This is an optimization exercise on Yosys and OpenROAD, whose aim is small area and a short achievable clock period, not a production implementation. At most, simulation tests tie the RTL to the original design; equivalence was not proved. Power is estimated from default activity; no workload was simulated.

== before ==
## fp_mul
module fp_mul(
    input clk,
    input rst,
    input [31:0] a_s,
    input [31:0] b_s,
    output reg [31:0] c_out,
    output reg overflow
);
Settings: LEC_CHECK=0, CAP_MARGIN=20, CORE_MARGIN=2, CORE_UTILIZATION=40, SETUP_SLACK_MARGIN=2.3, SLEW_MARGIN=20; clock period 4.0 ns.
standard.sh (not shown) runs the stock make flow with config.mk's settings and CLKGATE_MAP_FILE= SYNTH_SCRIPT=/design/flow/synth_recipe.tcl, a recipe that flattens the netlist after the stock synthesis.
==> flow/flow/run.sh <==
#!/bin/bash
# Standard layout (the standard.sh), with these changes:
#  - port buffers made of sky130_fd_sc_hd__buf_1 cells instead of the default pick;
#  - clock tree leaves of clkbuf_8 under a clkbuf_16 root, no dummy loads;
#  - no mapping of adders to full/half-adder cells (abc maps them);
#  - abc maps the logic with flow/abc.script (no abc-level buffering or sizing;
#    the resizer does that after placement). Everything else in ORFS's scripts
#    folder is used unchanged, from a copy.
set -euo pipefail
cp -r "$FLOW_HOME/scripts" scripts_mod
cp flow/abc.script scripts_mod/abc_speed.script
export SCRIPTS_DIR="$PWD/scripts_mod"
export BUFFER_PORTS_ARGS="-buffer_cell sky130_fd_sc_hd__buf_1"
export CTS_ARGS="-sink_clustering_enable -repair_clock_nets -buf_list sky130_fd_sc_hd__clkbuf_8 -root_buf sky130_fd_sc_hd__clkbuf_16 -dont_use_dummy_load"
bash standard.sh ADDER_MAP_FILE= finish > standard_make.log 2>&1
==> flow/flow/abc.script <==
&get -n
&st
&dch
&nf
&put
diff inputs: before => after
- swapping 2.3 for 2.0 in SETUP_SLACK_MARGIN
==> run summary <==
Looking at number of fill cells across after and before, the one that comes out lower is before. Met3 layer wire length in the routed design (after vs. before) decreases by a few percent. Compared to before, after has switching power total about 7% lower. For fmax, after and before come out practically identical. What before reported for final area has to be multiplied by 0.934 to get the figure for after. Between after and before, it is after whose power is lower, by 0.19 mW. after ended up with P[22] as its endpoint of the worst setup timing path; before ended up with P[21]. Compared with before, after shows a met2 usage in global routing that is 0.93 points higher.
Function was not checked in any run of this note: the RTL went through the layout flow alone.


fp_mul, a different RTL version from the one above (not shown whole).
Size in the first run: ~750 cells after synthesis, ~0.0061 mm² of cells after synthesis.
==> flow/design.v (excerpt) <==
module fp_mul(
    input clk,
    input rst,
    input [31:0] a_s,
    input [31:0] b_s,
    output reg [31:0] c_out,
    output reg overflow
);
clock: 4.0 ns
lec_check: 0
abc_area: 1
cap_margin: 20
core_margin: 2
core_utilization: 40
setup_slack_margin: 2.2
slew_margin: 20
==> flow/flow/run.sh <==
#!/bin/bash
# Standard layout, with the port buffers made of sky130_fd_sc_hd__buf_1 cells.
set -euo pipefail
export BUFFER_PORTS_ARGS="-buffer_cell sky130_fd_sc_hd__buf_1"
bash standard.sh > standard_make.log 2>&1
Change:
==> flow/flow/run.sh (replaced) <==
#!/bin/bash
# Standard layout (the standard.sh), with these changes:
#  - port buffers made of sky130_fd_sc_hd__buf_1 cells instead of the default pick;
#  - clock tree leaves of clkbuf_8 under a clkbuf_16 root, no dummy loads;
#  - no mapping of adders to full/half-adder cells (abc maps them);
#  - abc maps the logic with flow/abc.script (no abc-level buffering or sizing;
#    the resizer does that after placement). Everything else in ORFS's scripts
#    folder is used unchanged, from a copy.
set -euo pipefail
cp -r "$FLOW_HOME/scripts" scripts_mod
cp flow/abc.script scripts_mod/abc_speed.script
export SCRIPTS_DIR="$PWD/scripts_mod"
export BUFFER_PORTS_ARGS="-buffer_cell sky130_fd_sc_hd__buf_1"
export CTS_ARGS="-sink_clustering_enable -repair_clock_nets -buf_list sky130_fd_sc_hd__clkbuf_8 -root_buf sky130_fd_sc_hd__clkbuf_16 -dont_use_dummy_load"
bash standard.sh ADDER_MAP_FILE= finish > standard_make.log 2>&1
==> flow/flow/abc.script (new file) <==
&get -n
&st
&dch
&nf
&put
- ABC_AREA: 1 -> not set
- SETUP_SLACK_MARGIN: 2.2 -> 2.4
=> Fmax rose by 4.9%; clock power fell by about 44%; clock-buffer cell count fell by 11; sequential share of layout area rose by 3.8 points; routed wire length rose by 0.66%; worst setup slack improves by 0.10 ns; global-route usage rose by 1.1 points; sequential cell count stays the same; power fell by about 16%; cell area fell by about 9%.
Change:
==> flow/flow/run.sh (replaced) <==
#!/bin/bash
# Standard layout (the standard.sh), with two changes:
#  - port buffers made of sky130_fd_sc_hd__buf_1 cells instead of the default pick;
#  - clock tree leaves of clkbuf_4 under a clkbuf_16 root, no dummy loads.
set -euo pipefail
export BUFFER_PORTS_ARGS="-buffer_cell sky130_fd_sc_hd__buf_1"
export CTS_ARGS="-sink_clustering_enable -repair_clock_nets -buf_list sky130_fd_sc_hd__clkbuf_4 -root_buf sky130_fd_sc_hd__clkbuf_16 -dont_use_dummy_load"
bash standard.sh > standard_make.log 2>&1
- ABC_CLOCK_PERIOD_IN_PS: not set -> 1800
- SETUP_SLACK_MARGIN: 2.4 -> 2.2
removed: flow/flow/abc.script
Outcome:
- non-clock buffer count came out higher by 12
- via count is about the same
- area after synthesis goes up by 6.5%
Change:
==> flow/flow/run.sh (replaced) <==
#!/bin/bash
# Standard layout (the standard.sh), with these changes:
#  - port buffers made of sky130_fd_sc_hd__buf_1 cells instead of the default pick;
#  - clock tree leaves of clkbuf_8 under a clkbuf_16 root, no dummy loads;
#  - no mapping of adders to full/half-adder cells (abc maps them);
#  - abc maps the logic with flow/abc.script (no abc-level buffering or sizing;
#    the resizer does that after placement). Everything else in ORFS's scripts
#    folder is used unchanged, from a copy.
set -euo pipefail
cp -r "$FLOW_HOME/scripts" scripts_mod
cp flow/abc.script scripts_mod/abc_speed.script
export SCRIPTS_DIR="$PWD/scripts_mod"
export BUFFER_PORTS_ARGS="-buffer_cell sky130_fd_sc_hd__buf_1"
export CTS_ARGS="-sink_clustering_enable -repair_clock_nets -buf_list sky130_fd_sc_hd__clkbuf_8 -root_buf sky130_fd_sc_hd__clkbuf_16 -dont_use_dummy_load"
bash standard.sh ADDER_MAP_FILE= finish > standard_make.log 2>&1
==> flow/flow/abc.script (new file) <==
&get -n
&st
&dch
&nf
&put
- ABC_CLOCK_PERIOD_IN_PS: 1800 -> not set
- SETUP_SLACK_MARGIN: 2.2 -> 2.0
Outcome: The changed run passed the timing, DRC and antenna checks; wire length came out lower by about 8%; cell count came out lower by about 1.3%; cell area came out lower by about 6%; fmax came out higher by about 20%; non-clock buffer count came out lower by 19; setup slack is better by 0.41 ns; clock power came out higher by 29%.

==> what the ideal ports hide <==
In the flow no input, the clock included, has a driving cell. The finished layouts below were timed again as built, in two steps.
Step 1 assumes that a clkbuf_16 drives the clock port and a buf_2 every other input.
Step 2 adds t to the input delays and takes it off the output delays; t is the mean of the earliest and latest rising clock arrival at the registers after step 1. Input paths then give back, and output paths get back, about the clock's delay inside the block.
Three values: ideal ports, drivers, drivers and shift; two values: the first two.
| run | shift t [ns] | slack for setup (ns) | worst setup path after step 2 |
|---|---|---|---|
| before | 0.407 | 1.628 / 1.628 / 1.292 | input to register |
| after | 0.394 | 1.629 / 1.628 / 1.234 | input to register |
| the first run of note 2 | 0.450 | 1.874 / 1.874 / 1.874 | register to register |
| the second run of note 2 | 0.392 | 1.974 / 1.974 / 1.974 | register to register |
| the third run of note 2 | 0.400 | 1.498 / 1.498 / 1.498 | register to register |
| the fourth run of note 2 | 0.397 | 1.908 / 1.908 / 1.908 | register to register |
After both steps every run listed still meets setup and hold. For after, which loses most, drivers alone change the setup slack by -0.001 ns; drivers and shift together by -0.395 ns.
